What follows belongs to an exercise in optimizing a design on an open flow for small area, a short achievable clock period and few clock cycles; a production flow would make more cautious choices. The RTL was checked by simulation tests, not by an equivalence proof against the original design.

## flow/design.v (module list and top-level ports; edited modules follow where they fit)
// module FA: 4 lines
// module MTREE: 664 lines
// module ALU: 208 lines
module ALU(
    input clock,
    input reset,
    input start,
    input [63:0] inA,
    input [63:0] inB,
    input [ 4:0] opr,
    output signed [63:0] outAB,
    output done
);
  // ...
==> flow/flow/run.sh <==
#!/bin/bash
# The standard layout (standard.sh) with three layout settings changed; the clock period
# and the constraints stay the design's own:
#  - the setup repair aims for extra slack, so that repair_timing sizes and buffers the
#    design's real critical paths;
#  - the resizer may swap a cell for one of another footprint (a stronger drive);
#  - every input and output port still gets its own buffer, a sky130_fd_sc_hd__buf_4.
# make's full output goes to flow_make.log here.
set -euo pipefail
export SETUP_SLACK_MARGIN=11.8
sed 's#"\${@:-finish}"#MATCH_CELL_FOOTPRINT=0 "BUFFER_PORTS_ARGS=-buffer_cell sky130_fd_sc_hd__buf_4" "${@:-finish}"#' standard.sh > flow_std.sh
grep -q MATCH_CELL_FOOTPRINT=0 flow_std.sh
bash flow_std.sh > flow_make.log 2>&1
==> flow/standard.sh <==
#!/bin/bash
# synth_recipe.tcl (not shown) runs the flow's synth.tcl, then flattens the netlist and writes it again
# the make line also repeats each setting of config.mk as NAME=value (left out here)
make -C /OpenROAD-flow-scripts/flow DESIGN_CONFIG=/design/flow/config.mk WORK_HOME=/design/flow/orfs CLKGATE_MAP_FILE= SYNTH_SCRIPT=/design/flow/synth_recipe.tcl "${@:-finish}"
==> flow/config.mk <==
export PLATFORM = sky130hd
export DESIGN_NAME = ALU
export DESIGN_NICKNAME = ALU
export VERILOG_FILES = /design/flow/design.v
export SDC_FILE = /design/flow/constraint.sdc
export NUM_CORES = 4
export LEC_CHECK = 0
export ABC_AREA = 1
export CAP_MARGIN = 20
export CORE_MARGIN = 2
export CORE_UTILIZATION = 50
export PLACE_DENSITY = 0.65
export SLEW_MARGIN = 20
==> flow/constraint.sdc <==
create_clock -name core_clock -period 17.0 [get_ports {clock}]
set_input_delay 3.4000 -clock core_clock [delete_from_list [all_inputs] [get_ports {clock}]]
set_output_delay 3.4000 -clock core_clock [all_outputs]
set_load 0.01 [all_outputs]
==> results.sh, run 1 <==
export IMPL_status="no timing/DRC/antenna violations"
export IMPL_n_antenna_cell=7
export IMPL_worst_path_stages=8
export IMPL_largest_registers="xr x34, yr x34"
export IMPL_nFillCells=7493
export IMPL_wire_per_inst_um=31.7
export IMPL_first_pass_iters=7
export IMPL_path_delay_family="buffers and inverters"
export IMPL_fin_crit_ps=5150
export IMPL_grt_setup_unrepaired="yes"
export IMPL_die_h_um=279
export IMPL_clk_pin_slew_ps=70
export IMPL_dr_wl_met3_mm=35.7
export IMPL_grt_max_degree=99
export IMPL_finalWorstSetupSlack_ps=11850
export IMPL_syn_inst=5812
export IMPL_nNetsFinal=6331
export IMPL_synth_distinct_cells=68
export IMPL_core_region_area_um2=74700
export IMPL_fin_area_um2=41800
export IMPL_multi_input_cells=4473
export IMPL_clkCellAreaFrac=0.0236
export IMPL_r2r_slack_ps=11890
export IMPL_die_w_um=279
export IMPL_layout_common_cells="1,196 x nand2_1, 669 x inv_1, 593 x o21ai_0"
export IMPL_place_area_um2=39700
export IMPL_synth_top_family_by_area="compound AO/OA/AOI/OAI gates"
export IMPL_startpoint_type="input port"
export IMPL_clock_path_buffers=3
export IMPL_critPathBufInv=4
export IMPL_final_cells=6787
export IMPL_yosys_top_cells_count="1,212 x nand2_1, 686 x inv_1, 619 x o21ai_0"
export IMPL_synth_seq_cells=215
export IMPL_rows=100
export IMPL_antenna_left=0
Testbench counts, summed over its fixed seeds: cycles 85,665.
==> inputs of run 2 (changes only) <==
==> flow/run.sh (new file) <==
#!/bin/bash
# synth_recipe.tcl (not shown) runs the flow's synth.tcl, then flattens the netlist and writes it again
# the make line also repeats each setting of config.mk as NAME=value (left out here)
make -C /OpenROAD-flow-scripts/flow DESIGN_CONFIG=/design/flow/config.mk WORK_HOME=/design/flow/orfs CLKGATE_MAP_FILE= SYNTH_SCRIPT=/design/flow/synth_recipe.tcl finish
--- a/flow/config.mk
+++ b/flow/config.mk
@@ -9,5 +9,5 @@
 export CAP_MARGIN = 20
 export CORE_MARGIN = 2
-export CORE_UTILIZATION = 50
-export PLACE_DENSITY = 0.65
+export CORE_UTILIZATION = 45
+export PLACE_DENSITY = 0.6
 export SLEW_MARGIN = 20
removed: flow/flow/run.sh
removed: flow/standard.sh
==> run 2 against run 1 <==
First-iteration DRC count down 12%. Via count down 0.81%. Area after synthesis unchanged. Sequential cell count is the same. Largest cell class unchanged. Highest routed layer unchanged. Fmax shrank 16%. Clock-buffer cell count is 4 higher. Core utilization fell by 6.4 points. Worst hold slack gained 18 ps. Synthesized cell count stayed put. Sequential share of layout area shrank 0.16 points. Register-to-register slack got worse by 1000 ps. Critical path type is now reg -> reg.
==> results.sh, run 2 <==
export IMPL_status="no timing/DRC/antenna violations"
export IMPL_syn_inst=5812
export IMPL_synth_edf_count=6
export IMPL_maxSlewHeadroom=0.141
export IMPL_met2_usage=0.686
export IMPL_design_die_area_um2=86500
export IMPL_crit_path_max_incr_delay_ps=980
export IMPL_cp_required_ps=17500
export IMPL_synth_area_leader_cell="fa_1"
export IMPL_synth_avg_cell_area_um2=6.52
export IMPL_antenna_left=0
export IMPL_slowest_stage="edfxtp_1"
export IMPL_synth_distinct_cells=68
export IMPL_fin_area_um2=41400
export IMPL_place_area_um2=40500
export IMPL_area_growth_syn_to_layout_pct=9.40
export IMPL_drt_iter0_drc=7433
export IMPL_route_detailed_drc=0
export IMPL_grt_setup_unrepaired="no"
export IMPL_setup_violations=0
export IMPL_core_region_area_um2=83600
export IMPL_cts_tree="built"
export IMPL_ys_seq_area_frac=0.115
export IMPL_grt_pass1_wl_mm=309
export IMPL_yosys_warnings=609
export IMPL_finalMaxSlewViolations=0
export IMPL_h_tree_depth=1
export IMPL_yosys_top_cells_count="1,212 x nand2_1, 686 x inv_1, 619 x o21ai_0"
export IMPL_yosysMostFrequentCell="nand2_1"
export IMPL_layout_common_cells="1,212 x nand2_1, 682 x inv_1, 616 x o21ai_0"
export IMPL_netlist_area_um2=37900
export IMPL_min_period_over_period=0.361
export IMPL_routed_via_count=45300
export IMPL_dp_cells=6800
export IMPL_antenna_found_initial=9
export IMPL_nNetsFinal=6291
export IMPL_hpwl_mm=172
export IMPL_fin_worst_skew_ps=24.2
export IMPL_grt_overflow=0
export IMPL_routed_wl_mm=223
export IMPL_wire_per_inst_um=32.6
export IMPL_synth_seq_cells=215
export IMPL_io_buffers=199
export IMPL_clock_root_buffer="clkbuf_16"
export IMPL_worstMarginPinSlew_ps=1280
export IMPL_postCtsSetupBuffers=0
export IMPL_post_cts_resized=0
export IMPL_use_met1=0.663
export IMPL_hold_violations=0
export IMPL_fin_crit_ps=6150
export IMPL_fmax_mhz=163
export IMPL_clock_sinks=215
export IMPL_largest_registers="xr x34, yr x34"
export IMPL_path_class="reg -> reg"
export IMPL_grt_pass1_vias=41300
export IMPL_io_pins=201
export IMPL_start_util=0.453
export IMPL_hold_class="reg -> reg"
export IMPL_synth_flop_cell="dfxtp_1"
export IMPL_drive_above_1_share=0.0478
export IMPL_use_met3=0.168
export IMPL_track_usage=0.500
export IMPL_crit_path_max_fanout=23
export IMPL_hp_start="regdone"
export IMPL_die_h_um=294
export IMPL_drv_cap=0
export IMPL_syn_nets=6354
export IMPL_first_pass_iters=8
export IMPL_final_cells=6859
export IMPL_ctsHoldBuffers=0
export IMPL_r2r_start="yr[33]"
export IMPL_avgViaCountPerCell=6.60
export IMPL_final_common_cell="nand2_1"
export IMPL_nFillCells=8701
export IMPL_synthTopCellsByArea="fa_1 13%, nand2_1 12%, dfxtp_1 11%"
export IMPL_grt_max_degree=92
export IMPL_grt_busiest_layer="met2"
export IMPL_clk_pin_slew_ps=70
export IMPL_tns_ps=0
export IMPL_cts_made_buffers=27
export IMPL_worstSetupStartpoint="yr[33]"
export IMPL_clock_path_buffers=3
export IMPL_synth_top_area_frac=0.135
export IMPL_die_w_um=294
export IMPL_arrival_ps=6640
export IMPL_setup_worst_path_end_class="flip-flop"
export IMPL_startpoint_type="flip-flop"
export IMPL_cpMostUsedCell="nand2_1"
export IMPL_async_flop_share=0
export IMPL_rows=106
export IMPL_globalplace_congestion=1.10
export IMPL_clock_latency_ps=630
## run 2: cell counts after synthesis
Identical to the previous run, type by type.
## run 2: final cells by class
type / count / area, µm² / area share
inverter: 716 / 2700 / 0.0651
multi-input combinational: 4472 / 29200 / 0.704
sequential: 215 / 4380 / 0.106
antenna: 9 / 22.5 / 0.000544
tap: 1080 / 1350 / 0.0326
clock inverter: 15 / 156 / 0.00377
timing repair buffer: 317 / 2870 / 0.0693
clock buffer: 35 / 778 / 0.0188
## run 2: path summary, 6_finish.rpt
path	to	slack (ps)	depth (start not counted)
min reg2reg	busy	470	1
min	busy	470	1
max	xr[16]	10860	30
max reg2reg	xr[16]	10860	30
## run 2: worst max-delay path, delay by kind of cell, from the launching register on
family                     cells  cell delay [ps]
DFF                            1              980
adders and majority gates      1              400
muxes                          1              240
AOI/OAI and AO/OA              9             2220
buffers and inverters          7             1090
and+or+nand+nor               11              980
xor gates and xnor gates       1              120
## run 2: per-stage QoR
step | utilization | hold WS [ps] | worst slack, ps
6_report | 0.496 | 466 | 10860
5_1_grt | 0.496 | 491 | 10560
4_1_cts | 0.496 | 474 | 11020
3_5_place_dp | 0.484 | 464 | 10410
3_3_place_gp | 0.484 | 453 | 10350
2_1_floorplan | - | 482 | 11950
## run 2: cells by family after synthesis
logic type / synth area share
AO/OA/AOI/OAI: 0.255
buffers and inverters: 0.117
XOR/XNOR: 0.107
AND/OR/NAND/NOR: 0.206
adder cells (fa/ha/maj): 0.185
flip-flops: 0.115
multiplexers: 0.0143
## run 2: per-layer routing
metal	vias to the layer above	wire [µm]
li1	19400	-
met4	8	18600
met1	21200	84800
met2	3864	85500
met5	-	75
met3	786	34500
==> inputs of run 3 (changes only) <==
==> flow/flow/run.sh (new file) <==
#!/bin/bash
# The standard layout (standard.sh), with the setup repair asked to leave extra slack so
# that repair_timing sizes and buffers the design's real critical paths (the clock period and
# the constraints stay the design's own). make's full output goes to flow_make.log here.
set -euo pipefail
export SETUP_SLACK_MARGIN=11.5
bash standard.sh > flow_make.log 2>&1
==> flow/standard.sh (new file) <==
#!/bin/bash
# synth_recipe.tcl (not shown) runs the flow's synth.tcl, then flattens the netlist and writes it again
# the make line also repeats each setting of config.mk as NAME=value (left out here)
make -C /OpenROAD-flow-scripts/flow DESIGN_CONFIG=/design/flow/config.mk WORK_HOME=/design/flow/orfs CLKGATE_MAP_FILE= SYNTH_SCRIPT=/design/flow/synth_recipe.tcl "${@:-finish}"
removed: flow/run.sh
==> run 3 against run 2 <==
Still clean on timing, DRC and antenna. Cell count is 0.23% higher. Core utilization is 0.48 points higher. Non-clock buffer count is 17 higher.
==> results.sh, run 3 <==
export IMPL_status="no timing/DRC/antenna violations"
export IMPL_routed_wl_mm=224
export IMPL_arrival_ps=2180
export IMPL_design_die_area_um2=86500
export IMPL_area_growth_syn_to_layout_pct=10.5
export IMPL_netlist_area_um2=37900
export IMPL_die_h_um=294
export IMPL_synthTopCellsByArea="fa_1 13%, nand2_1 12%, dfxtp_1 11%"
export IMPL_ys_seq_area_frac=0.115
export IMPL_worst_r2r_cell_count=21
export IMPL_fin_crit_ps=5580
export IMPL_path_delay_family="flip-flops"
export IMPL_drt_iter0_drc=7548
export IMPL_clk_pin_slew_ps=60
export IMPL_nFillCells=8659
export IMPL_drive_above_1_share=0.0608
export IMPL_synth_distinct_cells=68
export IMPL_wire_per_inst_um=32.6
export IMPL_grt_setup_unrepaired="yes"
export IMPL_clock_latency_ps=620
export IMPL_start_util=0.453
export IMPL_path_class="reg -> out"
export IMPL_track_usage=0.501
export IMPL_grt_pass1_wl_mm=310
export IMPL_maxSlewHeadroom=0.135
export IMPL_regArea_um2=4420
export IMPL_cts_tree="built"
export IMPL_worstSetupStartpoint="xr[24]"
export IMPL_whs_ps=467
export IMPL_drv_cap=0
export IMPL_worstMarginPinSlew_ps=1290
export IMPL_clock_sinks=215
export IMPL_slowest_stage="dfxtp_1"
export IMPL_grt_overflow=0
export IMPL_ctsHoldBuffers=0
export IMPL_worstHoldPathCells=1
export IMPL_antenna_found_initial=10
export IMPL_crit_path_max_incr_delay_ps=870
export IMPL_cts_made_buffers=27
export IMPL_clock_path_buffers=3
export IMPL_die_w_um=294
export IMPL_multi_input_area_um2=29300
export IMPL_synth_flop_cell="dfxtp_1"
export IMPL_setup_violations=0
export IMPL_critPathBufInv=1
export IMPL_globalplace_congestion=1.10
export IMPL_r2r_end="xr[21]"
export IMPL_synth_avg_cell_area_um2=6.52
export IMPL_synth_seq_cells=215
export IMPL_hold_class="reg -> reg"
export IMPL_path_cells="clkdlybuf4s50_1"
export IMPL_min_period_over_period=0.328
export IMPL_crit_path_max_fanout=6
export IMPL_fin_worst_skew_ps=21.7
export IMPL_startpoint_type="flip-flop"
export IMPL_grt_max_degree=92
export IMPL_largest_registers="xr x34, yr x34"
export IMPL_final_common_cell="nand2_1"
export IMPL_nNetsFinal=6309
export IMPL_io_pins=201
export IMPL_cp_required_ps=13600
export IMPL_rows=106
export IMPL_route_detailed_drc=0
export IMPL_async_flop_share=0
export IMPL_setup_worst_path_end_class="output port"
export IMPL_yosys_top_cells_count="1,212 x nand2_1, 686 x inv_1, 619 x o21ai_0"
export IMPL_routed_via_count=45400
export IMPL_core_region_area_um2=83600
export IMPL_hp_start="regdone"
export IMPL_first_pass_iters=7
export IMPL_io_buffers=199
export IMPL_syn_inst=5812
export IMPL_avgViaCountPerCell=6.61
export IMPL_hold_violations=0
export IMPL_layout_common_cells="1,200 x nand2_1, 673 x inv_1, 611 x o21ai_0"
export IMPL_yosys_warnings=609
export IMPL_hpwl_mm=172
export IMPL_synth_edf_count=6
export IMPL_grt_pass1_vias=41400
export IMPL_hold_end="busy"
export IMPL_fmax_mhz=179
export IMPL_r2r_start="st_pol"
export IMPL_clock_root_buffer="clkbuf_16"
export IMPL_finalMaxSlewViolations=0
export IMPL_antenna_left=0
export IMPL_synth_area_leader_cell="fa_1"
export IMPL_r2r_slack_ps=11600
export IMPL_yosysMostFrequentCell="nand2_1"
export IMPL_h_tree_depth=1
export IMPL_synth_top_area_frac=0.135
export IMPL_tns_ps=0
export IMPL_syn_nets=6354
[run 3: cell counts after synthesis]
Identical to the previous run, type by type.
[run 3: metal layers]
layer	global-route usage	vias up	wire length [µm]
met4	0.323	14	18400
met5	0	-	121
met2	0.687	3854	86200
met1	0.660	21300	85200
li1	-	19400	-
met3	0.174	858	34400
[run 3: how the worst max path moves through the flow]
stage,to,cells after the start
2_1_floorplan,cs_c[31],25
3_3_place_gp,zr[0],11
3_5_place_dp,zr[0],11
4_1_cts,xr[31],10
5_1_grt,xr[32],29
6_report,outAB[56],1
[run 3: area by class of cell]
cell class	instances	share of cell area
multi-input cells	4473	0.701
flip-flops and latches	215	0.106
repair buffers	334	0.0732
inverters	716	0.0655
well taps	1080	0.0323
clock buffers	35	0.0186
clock inverters	15	0.00374
diodes	7	0.000419
[run 3: metrics by stage]
stage / area [µm²] / utilization / std cells / setup WS [ps]
after global routing: 41800 / 0.500 / 6868 / 11290
final: 41800 / 0.501 / 6875 / 11420
after floorplan: 37900 / - / 5812 / 11950
after global placement: 40500 / 0.484 / 6799 / 10350
after detailed placement: 40500 / 0.484 / 6800 / 10410
after CTS: 41500 / 0.496 / 6853 / 11440
[run 3: cells by family after synthesis]
family	Yosys count	share of synthesized area
AND/OR/NAND/NOR	1900	0.206
adder cells (fa/ha/maj)	406	0.185
multiplexers	54	0.0143
XOR/XNOR	459	0.107
buffers and inverters	1125	0.117
AO/OA/AOI/OAI	1653	0.255
flip-flops	215	0.115
[run 3: timing repair]
action                                  in CTS  in global routing
setup buffers                                3                 14
endpoints found under the setup margin      56                 54
pin swaps                                    0                  2
resized for setup                           23                 72
cloned                                       0                  1

afterwards: timing with drivers on the ports:
Ports are ideal in the flow. The routed layouts listed here were re-timed in OpenROAD.
Step 1, drivers: a clkbuf_16 drives clock and a buf_2 each remaining input, both assumed.
Step 2 also shifts input and output timing later by t, the mid clock arrival at the registers, as if the neighbouring blocks saw the same clock.
Three values: no drivers, after step 1, after step 2; two values: the first two.
run	t (ns)	setup WS [ns]	latest minus earliest clock arrival (ns)
run 1	0.680	11.849 / 11.837 / 11.213	0.022 / 0.022
run 2	0.684	10.855 / 10.855 / 10.220	0.025 / 0.025
run 3	0.681	11.417 / 11.349 / 10.837	0.023 / 0.023
After both steps every run listed still meets setup and hold. The setup slack of run 1, which loses most, moves by -0.012 ns with the drivers and by -0.636 ns with both steps.
